Source: an optimization exercise on an open RTL-to-GDS flow (aim: small area). Production flows keep margins and buffers that such runs may drop.
RTL that was checked went through simulation tests only; none was proved equivalent to the original.
No driver is modelled on the clock port, so clocking that relies on it looks cheaper here than on a real chip.
Power and IR drop assume default switching activity.

==> flow/design.v <==
module ALU #(
    parameter [8:0] FAST = 9'b000000000,   
    parameter integer K = 4                
) (
    input  wire [7:0] a,
    input  wire [7:0] b,
    input  wire [2:0] op,
    output wire [7:0] result
);
    wire is_mul = (op == 3'd3);
    wire is_dv  = op[2] & (op[0] ^ op[1]);    
    wire is_div = (op == 3'd5);
    wire inv    = is_dv | (op == 3'd4);       
    wire [7:0] bx = b ^ {8{inv}};
    wire [8:0] nz;
    assign nz[8] = 1'b1;
    genvar w, j;
    generate
        for (w = 7; w >= 1; w = w - 1) begin : g_nz
            assign nz[w] = nz[w + 1] & ~b[w];
        end
    endgenerate
    wire [7:0] q;
    wire [7:0] rr [0:8];
    assign rr[8] = 8'd0;
    wire [K-1:0] rk;    
    generate
        for (w = 1; w <= 8; w = w + 1) begin : g_st
            localparam P = w % 2;              
            wire [w-1:0] t;                     
            wire [w:0]   d;                     
            wire [w-1:0] y;                     
            wire         cin;                   
            if (w == K + 1) begin : g_tk
                assign t[K:1] = rk;
            end else if (w > 1) begin : g_t
                assign t[w-1:1] = rr[9 - w][w-2:0];
            end
            if (w <= K) begin : g_ytop
                assign t[0] = a[8 - w] ^ P[0];
                assign y = ~b[w-1:0] ^ {w{P[0]}};
                assign cin = 1'b1 ^ P[0];
            end else begin : g_y
                assign t[0] = (a[8 - w] & ~is_mul) ^ P[0];
                assign y = bx[w-1:0] ^ {w{P[0]}};
                assign cin = inv ^ P[0];
            end
            if (FAST[w]) begin : g_fast
                wire [w-1:0] tt = t ^ {w{P[0]}};
                wire [w-1:0] yt = y ^ {w{P[0]}};
                assign d = ({1'b0, tt} + {1'b0, yt} + {{w{1'b0}}, cin ^ P[0]}) ^ {(w+1){P[0]}};
            end else begin : g_rip
                wire [w:0] c;
                assign c[0] = cin;
                for (j = 0; j < w; j = j + 1) begin : g_b
                    assign d[j]   = t[j] ^ y[j] ^ c[j];
                    assign c[j+1] = (t[j] & y[j]) | (t[j] & c[j]) | (y[j] & c[j]);
                end
                assign d[w] = c[w];
            end
            wire ge = nz[w] & (d[w] ^ P[0]);
            assign q[8 - w] = ge;
            wire sel;
            if (w <= K) begin : g_stop
                assign sel = ge;
            end else if (w == 8) begin : g_slast
                assign sel = is_mul ? a[0] : is_dv ? ge : 1'b1;
            end else begin : g_smid
                assign sel = is_mul ? a[8 - w] : (is_dv & ge);
            end
            assign rr[8 - w][w-1:0] = ~(sel ? d[w-1:0] : t);
            if (w < 8) begin : g_pad
                assign rr[8 - w][7:w] = {(8 - w){1'b0}};
            end
        end
    endgenerate
    localparam PK = (K + 1) % 2;
    wire [K-1:0] mk = a[7:8-K] * b[K-1:0];
    assign rk = is_mul ? (mk ^ {K{PK[0]}}) : is_dv ? rr[8-K][K-1:0] : (a[7:8-K] ^ {K{PK[0]}});
    assign result = is_div ? q : ~rr[0];
endmodule
module queue_with_controller (
    input  wire       clk,
    input  wire       rst,
    input  wire       shift,
    input  wire [7:0] back,
    input  wire       inc,
    input  wire       dec,
    input  wire       set_err,
    output wire [7:0] a,
    output wire [7:0] b,
    output wire [7:0] tail,
    output reg  [2:0] n,
    output reg        err
);
    reg [7:0] r0, r1, r2, r3, r4;
    always @(posedge clk) begin
        if (shift) begin
            r0 <= back;
            r1 <= r0;
            r2 <= r1;
            r3 <= r2;
            r4 <= r3;
        end
    end
    always @(posedge clk or posedge rst) begin
        if (rst) begin
            n   <= 3'd0;
            err <= 1'b0;
        end else begin
            if (inc)
                n <= n + 3'd1;
            else if (dec)
                n <= n - 3'd1;
            if (set_err)
                err <= 1'b1;
        end
    end
    reg [7:0] ra, rb;
    always @* begin
        case ({n[2], n[0]})
            2'd0: begin ra = r1; rb = r0; end
            2'd1: begin ra = r2; rb = r1; end
            2'd2: begin ra = r3; rb = r2; end
            2'd3: begin ra = r4; rb = r3; end
        endcase
    end
    assign a = ra;
    assign b = rb;
    assign tail = r0;
endmodule
module calculator(
    input wire clk,
    input wire rst,
    input wire[7:0] in,
    input wire[2:0] op,
    input wire apply,
    output wire[7:0] tail,
    output wire empty,
    output wire valid
);
    wire [7:0] a, b, result;
    wire [2:0] n;
    wire err;
    wire go     = apply & ~err;
    wire is_push = (op == 3'd0);
    wire is_pop  = (op == 3'd1);
    wire is_arith = (op != 3'd0) & (op != 3'd1) & (op != 3'd7);
    wire by_div  = op[2] & (op[0] ^ op[1]);
    wire full    = (n == 3'd5);
    wire none    = (n == 3'd0);
    wire two     = n[2] | n[1];            
    wire bzero   = (b == 8'd0);
    wire ok_push  = is_push & ~full;
    wire ok_pop   = is_pop & ~none;
    wire ok_arith = is_arith & two & ~(by_div & bzero);
    wire shift   = go & (ok_push | ok_arith);
    wire inc     = go & ok_push;
    wire dec     = go & (ok_pop | ok_arith);
    wire set_err = go & ~(ok_push | ok_pop | ok_arith);
    queue_with_controller queue (
        .clk(clk), .rst(rst),
        .shift(shift), .back(is_push ? in : result),
        .inc(inc), .dec(dec), .set_err(set_err),
        .a(a), .b(b), .tail(tail), .n(n), .err(err)
    );
    ALU alu (.a(a), .b(b), .op(op), .result(result));
    assign empty = none;
    assign valid = ~err;
endmodule
Settings: LEC_CHECK=0, ABC_AREA=1, CAP_MARGIN=20, CORE_MARGIN=2, CORE_UTILIZATION=40, SLEW_MARGIN=20; clock period 15.0 ns.
standard.sh (not shown) runs the stock make flow with config.mk's settings and CLKGATE_MAP_FILE= SYNTH_SCRIPT=/design/flow/synth_recipe.tcl, a recipe that flattens the netlist after the stock synthesis.
==> flow/flow/run.sh <==
#!/bin/bash
# The standard layout (standard.sh) with two changes:
#  1. After the standard synthesis, its combinational logic is mapped again by
#     ABC without the full-adder cells that synthesis extracted (reopt.ys). The
#     registers are untouched: same instances, names and cell types.
#  2. The buffers that buffer_ports puts on the ports use sky130_fd_sc_hd__buf_1.
# Each tool's output goes to a log of its own in this folder.
set -euo pipefail
here=$(cd "$(dirname "$0")" && pwd)
work=$(pwd)
res=$work/orfs/results/$FLOW_PLATFORM/calculator/base
lib=$FLOW_HOME/platforms/$FLOW_PLATFORM/lib/sky130_fd_sc_hd__tt_025C_1v80.lib
yosys=$(command -v yosys || echo "$FLOW_HOME/../tools/install/yosys/bin/yosys")
export BUFFER_PORTS_ARGS="-buffer_cell sky130_fd_sc_hd__buf_1"

# 1. standard synthesis
bash standard.sh synth > synth.log 2>&1
cp "$res/1_2_yosys.v" "$work/standard_synth.v"

# 2. map the combinational logic again
dont_use=$(sed -n '/^export DONT_USE_CELLS/,/^#/p' "$FLOW_HOME/platforms/$FLOW_PLATFORM/config.mk" \
  | grep -o 'sky130_fd_sc_hd__[A-Za-z0-9_]*' | sed 's/^/-dont_use /' | tr '\n' ' ')
script=$(cat "$here/abc.script" | tr -d '\n')
sed -e "s|@LIB@|$lib|g" -e "s|@IN@|$work/standard_synth.v|g" -e "s|@OUT@|$work/reopt.v|g" \
    -e "s|@TOP@|$FLOW_TOP|g" -e "s|@DONT_USE@|$dont_use|g" -e "s|@SCRIPT@|$script|g" "$here/reopt.ys" > "$work/reopt_run.ys"
"$yosys" -l "$work/reopt.log" -s "$work/reopt_run.ys" > /dev/null 2>&1
cp "$work/reopt.v" "$res/1_2_yosys.v"
rm -f "$res/1_synth.odb" "$res/1_synth.sdc"

# 3. the rest of the standard layout, from the new netlist
bash standard.sh > layout.log 2>&1
==> flow/flow/abc.script <==
strash;dc2;dch,-f;map,-a;topo;dnsize;
==> flow/flow/reopt.ys <==
# Re-map the combinational cells of a mapped netlist; keep the registers.
read_liberty -ignore_miss_func @LIB@
blackbox sky130_fd_sc_hd__*df* sky130_fd_sc_hd__*dl* sky130_fd_sc_hd__conb_*
read_verilog @IN@
hierarchy -check -top @TOP@
flatten
opt_clean -purge
stat -liberty @LIB@
abc -liberty @LIB@ @DONT_USE@ -script +@SCRIPT@
# the cell types abc used were dropped by hierarchy; reload them as black boxes
read_liberty -lib @LIB@
opt_clean -purge
hilomap -singleton -hicell sky130_fd_sc_hd__conb_1 HI -locell sky130_fd_sc_hd__conb_1 LO
splitnets
opt_clean -purge
stat -liberty @LIB@
check -assert
write_verilog -noattr -nohex -nodec @OUT@
The starting point ran to the end with no violations.
Next try:
==> flow/flow/run.sh (replaced) <==
#!/bin/bash
# The standard layout (standard.sh), with one change: the buffers that
# buffer_ports puts on every input and output port use the smallest buffer
# cell, sky130_fd_sc_hd__buf_1, instead of the default pick. ORFS's own logs
# stay under orfs/logs; make's output goes to standard.log here.
set -euo pipefail
export BUFFER_PORTS_ARGS="-buffer_cell sky130_fd_sc_hd__buf_1"
bash standard.sh > standard.log 2>&1
removed: flow/flow/abc.script
removed: flow/flow/reopt.ys
- sequential power barely changes
- final cell count is lower slightly
- first-iteration DRC count is lower by about a fifth
No run of this note included a check of the RTL's function; only the layout flow was run.

calculator, a different RTL version from the one above (not shown whole).
Size in the first run: about 44 flip-flops, about 24 I/O pins, about 0.0042 sq mm of cells after synthesis.
Settings: LEC_CHECK=0, ABC_AREA=1, CAP_MARGIN=20, CORE_MARGIN=2, CORE_UTILIZATION=70, GPL_TIMING_DRIVEN=0, SLEW_MARGIN=20; clock period 15.0 ns.
run.sh (not shown) runs the stock make flow with config.mk's settings and CLKGATE_MAP_FILE= SYNTH_SCRIPT=/design/flow/synth_recipe.tcl, a recipe that flattens the netlist after the stock synthesis.
Stock flow here: none of the scripts above is used.
Rerun with:
CORE_UTILIZATION = 40   (was 70)
GPL_TIMING_DRIVEN = not set   (was 0)
Outcome:
- The changed run finished clean
- setup slack improved by 510 ps
- wire length came out lower by 1.6%
- total power came out higher by 2.0%
- sequential power is about the same
- global-route usage came out lower by 14 points
- utilization is lower by 36 points
- via count shrinks by 9.8%
- cell area climbs by 0.81%
- clock skew shrinks by 6.4 ps

== v6 ==
Another version of the RTL of calculator (not shown whole).
Size in the first run: about 370 cells after synthesis, about 24 I/O pins, ~0.0032 mm2 of cells after synthesis.
## calculator
module calculator(
    input wire clk,
    input wire rst,
    input wire[7:0] in,
    input wire[2:0] op,
    input wire apply,
    output wire[7:0] tail,
    output wire empty,
    output wire valid
);
    wire [7:0] a, b, result;
    wire [2:0] n;
    wire err;
    wire go     = apply & ~err;
    wire is_push = (op == 3'd0);
    wire is_pop  = (op == 3'd1);
    wire is_arith = (op != 3'd0) & (op != 3'd1) & (op != 3'd7);
    wire by_div  = op[2] & (op[0] ^ op[1]);
    wire full    = (n == 3'd5);
    wire none    = (n == 3'd0);
    wire two     = n[2] | n[1];            
    wire bzero   = (b == 8'd0);
    wire ok_push  = is_push & ~full;
    wire ok_pop   = is_pop & ~none;
    wire ok_arith = is_arith & two & ~(by_div & bzero);
    wire shift   = go & (ok_push | ok_arith);
    wire inc     = go & ok_push;
    wire dec     = go & (ok_pop | ok_arith);
    wire set_err = go & ~(ok_push | ok_pop | ok_arith);
    queue_with_controller queue (
        .clk(clk), .rst(rst),
        .shift(shift), .back(is_push ? in : result),
  ...
export LEC_CHECK = 0
export ABC_AREA = 1
export CAP_MARGIN = 20
export CORE_MARGIN = 2
export CORE_UTILIZATION = 40
export PLACE_DENSITY = 0.8
export SLEW_MARGIN = 20
create_clock -name core_clock -period 15.0 [get_ports {clk}]
standard.sh (not shown) runs the stock make flow with config.mk's settings and CLKGATE_MAP_FILE= SYNTH_SCRIPT=/design/flow/synth_recipe.tcl, a recipe that flattens the netlist after the stock synthesis.
==> flow/flow/run.sh <==
#!/bin/bash
# The standard layout (standard.sh) with two changes:
#  1. After the standard synthesis, its combinational logic is mapped again by
#     ABC without the full-adder cells that synthesis extracted (reopt.ys). The
#     registers are untouched: same instances, names and cell types.
#  2. The buffers that buffer_ports puts on the ports use sky130_fd_sc_hd__buf_1.
# Each tool's output goes to a log of its own in this folder.
set -euo pipefail
here=$(cd "$(dirname "$0")" && pwd)
work=$(pwd)
res=$work/orfs/results/$FLOW_PLATFORM/calculator/base
lib=$FLOW_HOME/platforms/$FLOW_PLATFORM/lib/sky130_fd_sc_hd__tt_025C_1v80.lib
yosys=$(command -v yosys || echo "$FLOW_HOME/../tools/install/yosys/bin/yosys")
export BUFFER_PORTS_ARGS="-buffer_cell sky130_fd_sc_hd__buf_1"

# 1. standard synthesis
bash standard.sh synth > synth.log 2>&1
cp "$res/1_2_yosys.v" "$work/standard_synth.v"

# 2. map the combinational logic again
dont_use=$(sed -n '/^export DONT_USE_CELLS/,/^#/p' "$FLOW_HOME/platforms/$FLOW_PLATFORM/config.mk" \
  | grep -o 'sky130_fd_sc_hd__[A-Za-z0-9_]*' | sed 's/^/-dont_use /' | tr '\n' ' ')
script=$(tr -d '\n' < "$here/abc.script" | sed 's/[&|\\]/\\&/g')
sed -e "s|@LIB@|$lib|g" -e "s|@IN@|$work/standard_synth.v|g" -e "s|@OUT@|$work/reopt.v|g" \
    -e "s|@TOP@|$FLOW_TOP|g" -e "s|@DONT_USE@|$dont_use|g" -e "s|@SCRIPT@|$script|g" "$here/reopt.ys" > "$work/reopt_run.ys"
"$yosys" -l "$work/reopt.log" -s "$work/reopt_run.ys" > /dev/null 2>&1
cp "$work/reopt.v" "$res/1_2_yosys.v"
rm -f "$res/1_synth.odb" "$res/1_synth.sdc"

# 3. the rest of the standard layout, from the new netlist
bash standard.sh > layout.log 2>&1
==> flow/flow/abc.script <==
strash;&get,-n;&deepsyn,-T,30;&dch,-f;&nf,-R,1000,-p;&put;topo;dnsize;
==> flow/flow/reopt.ys <==
# Re-map the combinational cells of a mapped netlist; keep the registers.
read_liberty -ignore_miss_func @LIB@
blackbox sky130_fd_sc_hd__*df* sky130_fd_sc_hd__*dl* sky130_fd_sc_hd__conb_*
read_verilog @IN@
hierarchy -check -top @TOP@
flatten
opt_clean -purge
stat -liberty @LIB@
abc -liberty @LIB@ @DONT_USE@ -script +@SCRIPT@
# the cell types abc used were dropped by hierarchy; reload them as black boxes
read_liberty -lib @LIB@
opt_clean -purge
hilomap -singleton -hicell sky130_fd_sc_hd__conb_1 HI -locell sky130_fd_sc_hd__conb_1 LO
splitnets
opt_clean -purge
stat -liberty @LIB@
check -assert
write_verilog -noattr -nohex -nodec @OUT@
v6 ran to completion and came out clean on the timing, design-rule and antenna checks.
Setup changes, v6 to v7
# v6
export LEC_CHECK = 0
export ABC_AREA = 1
export CAP_MARGIN = 20
export CORE_MARGIN = 2
export CORE_UTILIZATION = 40
export PLACE_DENSITY = 0.8
export SLEW_MARGIN = 20
create_clock -name core_clock -period 15.0 [get_ports {clk}]
# v7
export LEC_CHECK = 0
export ABC_AREA = 1
export CAP_MARGIN = 20
export CORE_MARGIN = 2
export CORE_UTILIZATION = 40
export PLACE_DENSITY = 0.45
export SLEW_MARGIN = 20
create_clock -name core_clock -period 15.0 [get_ports {clk}]
Findings:
Compared with v6, in v7 count of clock-buffer cells in the layout -1; depth of the worst hold-timing path ~0 delta.
Areal power density over the cells, v7 vs v6: down by a few percent
Of v6 and v7, v6 shows the higher final critical-path share of the clock period, with v7 below it.
Lower count of filler cells inserted in the layout among v6 and v7: v6
The higher total via count in the routed design of v6 and v7 is in v6.
| worst path setup slack after routing | v7 vs v6 | better |
Non-clock buffer count: v7 vs v6 up 33%
v7 ended with less net load switching power than v6.
v7 | stages: all done | timing, DRC, antenna: all pass

Setup of wip/amber:
calculator, a different RTL version from the one above (not shown whole).
Size in the first run: ~44 flip-flops, about 0.0040 mm² of cells after synthesis.
==> flow/design.v (excerpt) <==
module calculator(
    input wire clk,
    input wire rst,
    input wire[7:0] in,
    input wire[2:0] op,
    input wire apply,
    output wire[7:0] tail,
    output wire empty,
    output wire valid
);
export LEC_CHECK = 0
export ABC_AREA = 1
export CAP_MARGIN = 20
export CORE_MARGIN = 2
export CORE_UTILIZATION = 40
export SLEW_MARGIN = 20
create_clock -name core_clock -period 15.0 [get_ports {clk}]
==> flow/flow/run.sh <==
#!/bin/bash
set -euo pipefail
here=$(cd "$(dirname "$0")" && pwd)
export BUFFER_PORTS_ARGS="-buffer_cell sky130_fd_sc_hd__buf_1"
export POST_CTS_TCL="$here/post_cts.tcl"
bash standard.sh > standard.log 2>&1
==> flow/flow/post_cts.tcl <==
# Size down cells that do not need their drive strength, keeping setup slack.
estimate_parasitics -placement
report_design_area
log_cmd repair_timing -recover_power 100 -verbose
detailed_placement
estimate_parasitics -placement
report_design_area
report_worst_slack -max
wip/amber went all the way through the flow, and no timing, DRC or antenna check failed.
Relative to wip/amber, the following input files were edited for wip/sierra:
Settings: putting GPL_TIMING_DRIVEN at 0 where nothing was set.
==> flow/flow/run.sh <==
#!/bin/bash
# The standard layout (standard.sh), with one change: the buffers that
# buffer_ports puts on every input and output port use the smallest buffer
# cell, sky130_fd_sc_hd__buf_1, instead of the default pick. ORFS's own logs
# stay under orfs/logs; make's output goes to standard.log here.
set -euo pipefail
export BUFFER_PORTS_ARGS="-buffer_cell sky130_fd_sc_hd__buf_1"
bash standard.sh > standard.log 2>&1
removed: flow/flow/post_cts.tcl
[summary]
- Each of the runs, namely wip/amber and wip/sierra, reached the end of the flow and came out clean.
- Re top achievable clock speed: wip/sierra is about 1.6% down on wip/amber.
- Length of routed wiring on met1: wip/sierra vs wip/amber up 27 µm
- wip/sierra vs wip/amber: non-clock buffer count down by more than 10%
- Against wip/amber, wip/sierra comes in 1 lower on logic depth of the worst setup path including buffers.
- The routed wire length on wip/sierra is in line with that on wip/amber.
- Diff wip/sierra..wip/amber | power per cell area | negligible
- On clock power: between wip/amber and wip/sierra, it ends up lower for wip/sierra.
Inputs modified between wip/sierra and wip/umber:
Settings: removing GPL_TIMING_DRIVEN (formerly 0).
==> flow/flow/run.sh <==
#!/bin/bash
set -euo pipefail
export BUFFER_PORTS_ARGS="-buffer_cell sky130_fd_sc_hd__buf_1"
export RECOVER_POWER=100
bash standard.sh > standard.log 2>&1
--- outcome ---
| wip/umber | all stages done | FAIL | max-capacitance violations, max-slew violations |. Diff wip/sierra..wip/umber | instance count of the mapped netlist | unchanged. Between wip/sierra and wip/umber, the total cell area at the placement stage is lower for wip/sierra. Net count reported at finish ends up higher on wip/umber. wip/umber vs. wip/sierra: final instance area -about 1.6%, total detailed-routing wirelength -0.68%, clock network fraction of design power +1.1 points.
No functional check of the RTL was part of any run of this note.

-- separate check: timing with driven ports --
The results above use ideal ports. As a check the final layouts listed here were re-extracted and re-timed, cells and wires unchanged. Step 1 sets driving cells, clkbuf_16 on the clock port and buf_2 on the other inputs (assumed; they add their load-dependent delay and slew). Step 2 moves the port delays by t, midway between the first and last clock arrival at a register: inputs arrive t later, outputs are due t later. That takes back most of the time a late clock gives input paths. a / b / c = no drivers / after step 1 / after step 2; a / b = the first two.
run	t, ns	slack for setup (ns)	pins driven straight from the clock port
the first run of note 1	0.325	1.842 / 1.842 / 1.780	1
the second run of note 1	0.331	0.827 / 0.827 / 0.768	1
the first run of note 2	0.316	0.398 / 0.398 / 0.083	1
the second run of note 2	0.317	0.903 / 0.899 / 0.583	1
v6	0.327	0.848 / 0.850 / 0.523	1
v7	0.321	1.159 / 1.165 / 0.845	1
wip/amber	0.331	0.861 / 0.861 / 0.861	1
wip/sierra	0.320	0.635 / 0.635 / 0.635	1
wip/umber	0.332	0.859 / 0.859 / 0.859	1
For v6, which loses most, drivers alone change the setup slack by +0.002 ns; drivers and shift together by -0.325 ns.
